Background: an optimization exercise with open tools, aiming at small area, a short achievable clock period and few clock cycles. Do not read the settings as production practice. Only simulation tests tie the RTL to the original design; equivalence was not proved.

==> flow/design.v <==
`timescale 1 ns / 100 ps
module hex2dec (
    input start,
    input [15:0] hex_data,
    output [7:0] ascii_data,
    output reg valid,
    output reg ready,
    input clk,
    input rstn
);
    reg [16:0] r;
    reg [3:0]  dig;
    reg [2:0]  ph;       
    wire accept = start & ready;
    function automatic ge(input [12:0] x, input [12:0] k);
        integer i;
        begin
            ge = 1'b1;
            for (i = 0; i < 13; i = i + 1)
                ge = k[i] ? (x[i] & ge) : (x[i] | ge);
        end
    endfunction
    wire [12:0] rh = r[16:4];
    wire [9:0] g;
    assign g[0] = 1'b1;
    genvar k;
    generate
        for (k = 1; k < 10; k = k + 1) begin : cmp
            assign g[k] = ge(rh, 625 * k);
        end
    endgenerate
    wire [9:0] oh = g & ~{1'b0, g[9:1]};     
    reg [3:0]  q;
    reg [11:0] c;        
    integer j;
    always @(*) begin
        q = 4'd0;
        c = 12'd0;
        for (j = 1; j < 10; j = j + 1) begin
            q = q | ({4{oh[j]}} & j[3:0]);
            c = c | ({12{oh[j]}} & 12'((j * 3125) % 4096));
        end
    end
    wire [16:0] t = {r[15:0], 1'b0} + {r[13:0], 3'b000};    
    wire [16:0] r_next = {t[16:5] - c, t[4:0]};
    always @(posedge clk)
        r <= accept ? {1'b0, hex_data} : r_next;
    always @(posedge clk)
        dig <= q;
    always @(posedge clk or negedge rstn)
        if (!rstn) begin
            ph <= 3'd7;
            valid <= 1'b0;
            ready <= 1'b0;
        end else begin
            valid <= (ph != 3'd7);
            if (accept)
                ph <= 3'd0;
            else if (ph == 3'd4)
                ph <= 3'd7;
            else if (ph != 3'd7)
                ph <= ph + 3'd1;
            ready <= ~accept & (ph == 3'd3 || ph == 3'd4 || ph == 3'd7);
        end
    assign ascii_data = {4'h3, dig};
endmodule
Settings: LEC_CHECK=0, CAP_MARGIN=20, CORE_MARGIN=2, CORE_UTILIZATION=40, SLEW_MARGIN=20; clock period 6.0 ns.
standard.sh (not shown) runs the stock make flow with config.mk's settings and CLKGATE_MAP_FILE= SYNTH_SCRIPT=/design/flow/synth_recipe.tcl, a recipe that flattens the netlist after the stock synthesis.
==> flow/flow/run.sh <==
#!/bin/bash
# Own layout flow: the standard synthesis, then its combinational logic mapped
# again by ABC for area (flip-flops kept as the standard synthesis made them:
# same instances, names and cells), then the standard flow from floorplan on.
set -euo pipefail
W=$(pwd)
R=$W/orfs/results/$FLOW_PLATFORM/hex2dec/base
L=$W/orfs/logs/$FLOW_PLATFORM/hex2dec/base
LIB=$FLOW_HOME/platforms/$FLOW_PLATFORM/lib/sky130_fd_sc_hd__tt_025C_1v80.lib
YOSYS=yosys
[[ -x $FLOW_HOME/../tools/install/yosys/bin/yosys ]] && YOSYS=$FLOW_HOME/../tools/install/yosys/bin/yosys
# ABC script for the second mapping: delay-targeted mapping with gate sizing
ABC_ARGS="-script $W/flow/abc.script"

bash standard.sh synth > $W/log_standard_synth.txt 2>&1
cp $R/1_2_yosys.v $W/standard_1_2_yosys.v

$YOSYS -q -l $W/log_cells.txt -p "read_liberty -ignore_miss_func $LIB; write_verilog -noattr $W/cells_all.v" > /dev/null
python3 $W/flow/comb_cells.py $W/cells_all.v $W/cells_comb.v

DU=$(grep -o -- "-dont_use [^ ]*" $L/1_2_yosys.log | sort -u | tr '\n' ' ')
cat > $W/resynth.ys <<EOY
read_liberty -lib $LIB
read_verilog $W/standard_1_2_yosys.v
hierarchy -top $FLOW_TOP
techmap -map $W/cells_comb.v
techmap
opt -fast
opt -purge
abc $ABC_ARGS -liberty $LIB $DU
opt_clean -purge
hilomap -singleton -hicell sky130_fd_sc_hd__conb_1 HI -locell sky130_fd_sc_hd__conb_1 LO
insbuf -buf sky130_fd_sc_hd__buf_4 A X
opt_clean -purge
stat -liberty $LIB
check -assert -mapped
write_verilog -noattr -nohex -nodec $W/resynth.v
EOY
$YOSYS -l $W/log_resynth.txt $W/resynth.ys > /dev/null
cp $W/resynth.v $R/1_2_yosys.v
rm -f $R/1_synth.odb
bash standard.sh finish > $W/log_standard_finish.txt 2>&1
==> flow/flow/abc.script <==
strash
dch -f
map -D 2000
buffer
upsize -D 2000
dnsize -D 2000
==> flow/flow/comb_cells.py <==
# Keep the combinational cells from Yosys's functional models of the
# library (read_liberty output): no flip-flops, latches, tie or tristate cells.
import re, sys
src = open(sys.argv[1]).read()
out = []
for body, name in re.findall(r'(module (\S+?)\(.*?endmodule)', src, re.S):
    if 'always' in body or ' reg ' in body or 'conb' in name or "'z" in body or 'bz' in body:
        continue
    if 'assign' not in body:
        continue
    out.append(body)
open(sys.argv[2], 'w').write('\n\n'.join(out) + '\n')
Testbench counts at the start, summed over its fixed seeds: cycles 1,936.
Rerun with:
==> flow/design.v (replaced) <==
`timescale 1 ns / 100 ps
module hex2dec (
    input start,
    input [15:0] hex_data,
    output [7:0] ascii_data,
    output reg valid,
    output reg ready,
    input clk,
    input rstn
);
    reg [3:0]  dig;
    reg [2:0]  ph;       
    wire accept = start & ready;
    reg [16:0] r;        
    wire [12:0] rh = r[16:4];
    reg [3:0] q;
    reg [11:0] c;        
    always @(*) begin
        if      (rh >= 13'd5625) begin q = 4'd9; c = 12'(9*3125); end
        else if (rh >= 13'd5000) begin q = 4'd8; c = 12'(8*3125); end
        else if (rh >= 13'd4375) begin q = 4'd7; c = 12'(7*3125); end
        else if (rh >= 13'd3750) begin q = 4'd6; c = 12'(6*3125); end
        else if (rh >= 13'd3125) begin q = 4'd5; c = 12'(5*3125); end
        else if (rh >= 13'd2500) begin q = 4'd4; c = 12'(4*3125); end
        else if (rh >= 13'd1875) begin q = 4'd3; c = 12'(3*3125); end
        else if (rh >= 13'd1250) begin q = 4'd2; c = 12'(2*3125); end
        else if (rh >= 13'd625)  begin q = 4'd1; c = 12'(1*3125); end
        else                     begin q = 4'd0; c = 12'd0; end
    end
    wire [16:0] t = {r[15:0], 1'b0} + {r[13:0], 3'b000};    
    wire [16:0] r_next = {t[16:5] - c, t[4:0]};
    always @(posedge clk)
        r <= accept ? {1'b0, hex_data} : r_next;
    always @(posedge clk)
        dig <= q;
    always @(posedge clk or negedge rstn)
        if (!rstn) begin
            ph <= 3'd7;
            valid <= 1'b0;
            ready <= 1'b0;
        end else begin
            valid <= (ph != 3'd7);
            if (accept)
                ph <= 3'd0;
            else if (ph == 3'd4)
                ph <= 3'd7;
            else if (ph != 3'd7)
                ph <= ph + 3'd1;
            ready <= ~accept & (ph == 3'd3 || ph == 3'd4 || ph == 3'd7);
        end
    assign ascii_data = {4'h3, dig};
endmodule
The changed run completed without violations; cell count goes up by 1.3%; wire length goes down by about 1.8%; via count is lower by 3.6%; global-route usage went down by 1.0 points; critical path depth increases by 2; clock-buffer cell count climbs by 1; register-to-register slack gets worse by 0.14 ns; first-iteration DRC count decreases by about 40%; setup slack got worse by 0.14 ns; core utilization goes down by 1.1 points.
Testbench counts after the change, summed over its fixed seeds: cycles 1,936.


## main
Another version of the RTL of hex2dec (not shown whole).
==> module hex2dec, before the edit <==
module hex2dec (
    input start,
    input [15:0] hex_data,
    output [7:0] ascii_data,
    output valid,
    output ready,
    input clk,
    input rstn
);
    reg [16:0] r;
    reg [3:0]  q;
    reg [2:0]  ph;       
    assign valid = (ph <= 3'd4);
    assign ready = (ph == 3'd4) || (ph == 3'd7);
    wire accept = start & ready;
    function automatic ge(input [15:0] x, input [15:0] k);
        integer i;
        begin
            ge = 1'b1;
            for (i = 0; i < 16; i = i + 1)
                ge = k[i] ? (x[i] & ge) : (x[i] | ge);
        end
    endfunction
    reg [9:0] c;
    integer j;
    always @(*) begin
        c = 10'd0;
        for (j = 1; j < 10; j = j + 1)
            if (q == j[3:0])
                c = 10'((j * 625) % 1024);
    end
    wire [13:0] m = {r[13:4] - c, r[3:0]};
    wire [16:0] r_step = {2'b00, m, 1'b0} + {m, 3'b000};
    wire [9:0] gm;
    wire [6:0] gx;
    assign gm[0] = 1'b1;
    assign gx[0] = 1'b1;
    genvar k;
    generate
        for (k = 1; k < 10; k = k + 1) begin : cmpm
            assign gm[k] = ge({5'd0, m[13:3]}, 125 * k);
        end
        for (k = 1; k < 7; k = k + 1) begin : cmpx
            assign gx[k] = ge({4'd0, hex_data[15:4]}, 625 * k);
        end
    endgenerate
    wire [9:0] ohm = gm & ~{1'b0, gm[9:1]};
    wire [6:0] ohx = gx & ~{1'b0, gx[6:1]};
    reg [3:0] qm, qx;
    always @(*) begin
        qm = 4'd0;
        qx = 4'd0;
        for (j = 1; j < 10; j = j + 1)
            qm = qm | ({4{ohm[j]}} & j[3:0]);
        for (j = 1; j < 7; j = j + 1)
            qx = qx | ({4{ohx[j]}} & j[3:0]);
    end
    always @(posedge clk) begin
        r <= accept ? {1'b0, hex_data} : r_step;
        q <= accept ? qx : qm;
    end
    reg [2:0] ph_next;
    always @(*)
        if (accept)
            ph_next = 3'd0;
        else if (ph >= 3'd4)
            ph_next = 3'd7;
        else
            ph_next = ph + 3'd1;
    always @(posedge clk or negedge rstn)
        if (!rstn)
            ph <= 3'd6;
        else
            ph <= ph_next;
    assign ascii_data = {4'h3, q};
endmodule
==> flow/config.mk <==
export PLATFORM = sky130hd
export DESIGN_NAME = hex2dec
export DESIGN_NICKNAME = hex2dec
export VERILOG_FILES = /design/flow/design.v
export SDC_FILE = /design/flow/constraint.sdc
export NUM_CORES = 4
export LEC_CHECK = 0
export CAP_MARGIN = 20
export CORE_MARGIN = 2
export CORE_UTILIZATION = 40
export SLEW_MARGIN = 20
==> flow/constraint.sdc <==
create_clock -name core_clock -period 6.0 [get_ports {clk}]
set_input_delay 1.2000 -clock core_clock [delete_from_list [all_inputs] [get_ports {clk}]]
set_output_delay 1.2000 -clock core_clock [all_outputs]
set_load 0.01 [all_outputs]
==> flow/flow/run.sh <==
#!/bin/bash
# Own layout flow: the standard synthesis, then its combinational logic mapped
# again by ABC for area (flip-flops kept as the standard synthesis made them:
# same instances, names and cells), then the standard flow from floorplan on.
set -euo pipefail
W=$(pwd)
R=$W/orfs/results/$FLOW_PLATFORM/hex2dec/base
L=$W/orfs/logs/$FLOW_PLATFORM/hex2dec/base
LIB=$FLOW_HOME/platforms/$FLOW_PLATFORM/lib/sky130_fd_sc_hd__tt_025C_1v80.lib
YOSYS=yosys
[[ -x $FLOW_HOME/../tools/install/yosys/bin/yosys ]] && YOSYS=$FLOW_HOME/../tools/install/yosys/bin/yosys
# ABC script for the second mapping: delay-targeted mapping with gate sizing
ABC_ARGS="-script $W/flow/abc.script"

bash standard.sh synth > $W/log_standard_synth.txt 2>&1
cp $R/1_2_yosys.v $W/standard_1_2_yosys.v

$YOSYS -q -l $W/log_cells.txt -p "read_liberty -ignore_miss_func $LIB; write_verilog -noattr $W/cells_all.v" > /dev/null
python3 $W/flow/comb_cells.py $W/cells_all.v $W/cells_comb.v

DU=$(grep -o -- "-dont_use [^ ]*" $L/1_2_yosys.log | sort -u | tr '\n' ' ')
cat > $W/resynth.ys <<EOY
read_liberty -lib $LIB
read_verilog $W/standard_1_2_yosys.v
hierarchy -top $FLOW_TOP
techmap -map $W/cells_comb.v
techmap
opt -fast
opt -purge
abc $ABC_ARGS -liberty $LIB $DU
opt_clean -purge
hilomap -singleton -hicell sky130_fd_sc_hd__conb_1 HI -locell sky130_fd_sc_hd__conb_1 LO
insbuf -buf sky130_fd_sc_hd__buf_4 A X
opt_clean -purge
stat -liberty $LIB
check -assert -mapped
write_verilog -noattr -nohex -nodec $W/resynth.v
EOY
$YOSYS -l $W/log_resynth.txt $W/resynth.ys > /dev/null
cp $W/resynth.v $R/1_2_yosys.v
rm -f $R/1_synth.odb
bash standard.sh "BUFFER_PORTS_ARGS=-buffer_cell sky130_fd_sc_hd__buf_1" finish > $W/log_standard_finish.txt 2>&1
==> flow/flow/abc.script <==
strash
balance
rewrite
refactor
balance
rewrite
rewrite -z
balance
refactor -z
rewrite -z
balance
balance
rewrite
refactor
balance
rewrite
rewrite -z
balance
refactor -z
rewrite -z
balance
dch -f
map -D 1800
buffer
upsize -D 1800
dnsize -D 1800
Scripts as last shown in full above: flow/flow/comb_cells.py
Testbench counts of main, summed over its fixed seeds: cycles 1,928.
The following lists how the feature branch was set up differently from main:
--- a/flow/design.v
+++ b/flow/design.v
@@ -1,20 +1,18 @@
 `timescale 1 ns / 100 ps
 module hex2dec (
     input start,
     input [15:0] hex_data,
     output [7:0] ascii_data,
-    output valid,
-    output ready,
+    output reg valid,
+    output reg ready,
     input clk,
     input rstn
 );
     reg [16:0] r;
     reg [3:0]  q;
     reg [2:0]  ph;       
-    assign valid = (ph <= 3'd4);
-    assign ready = (ph == 3'd4) || (ph == 3'd7);
     wire accept = start & ready;
     function automatic ge(input [15:0] x, input [15:0] k);
         integer i;
         begin
             ge = 1'b1;
@@ -67,11 +65,16 @@
         else if (ph >= 3'd4)
             ph_next = 3'd7;
         else
             ph_next = ph + 3'd1;
     always @(posedge clk or negedge rstn)
-        if (!rstn)
-            ph <= 3'd6;
-        else
+        if (!rstn) begin
+            ph <= 3'd7;
+            valid <= 1'b0;
+            ready <= 1'b0;
+        end else begin
             ph <= ph_next;
+            valid <= (ph_next != 3'd7);
+            ready <= (ph_next == 3'd4) || (ph_next == 3'd7);
+        end
     assign ascii_data = {4'h3, q};
 endmodule
[summary]
Die area in the feature branch vs main: up about 3%. Relative to main, the final cell area reported for the feature branch is higher. Width of the chip went up slightly going from main to the feature branch. | first-pass GRT wire length | the feature branch vs main | about 1.3% lower |. Measured against each other, the feature branch and main differ in HPWL after detailed placement, the lower figure coming from main. Diff main -> the feature branch | total number of multi-input combinational cells | down by a few percent. Sort the feature branch and main by clock-pin slew on the worst setup and hold paths, descending, and the feature branch comes first. Cmp the feature branch vs main: number of sequential storage elements higher in the feature branch. Setup slack in the feature branch is larger than in main. For the final cycle utilization of the critical path, the feature branch came in 0.35 points lower than main did.
Testbench counts of the feature branch, summed over its fixed seeds: cycles 1,928.

## re-timing with driven ports
No port has a modelled driver above. Below, the same layouts with a new extraction and two added sets of constraints. Step 1, drivers: a clkbuf_16 drives clk and a buf_2 each remaining input, both assumed. Step 2 times the ports against the registers' clock, not the clock port: input delays grow and output delays shrink by t, the midpoint of the rising clock arrivals with the driver on. Slacks: ideal ports / drivers / drivers and shift; pairs: ideal ports / drivers.
run	t (ns)	setup WS [ns]	worst setup path at the end	worst register clock-pin slew, ns	cell pins on the clock port's net
the first run of note 1	0.301	2.903 / 2.903 / 2.903	register to register	0.10 / 0.10	1
the second run of note 1	0.291	2.760 / 2.760 / 2.760	register to register	0.09 / 0.09	1
main	0.290	3.095 / 3.095 / 3.051	input to register	0.08 / 0.08	1
the feature branch	0.302	3.116 / 3.116 / 2.933	input to register	0.10 / 0.10	1
After both steps every run listed still meets setup and hold. The setup slack of the feature branch, which loses most, moves by 0.000 ns with the drivers and by -0.183 ns with both steps.
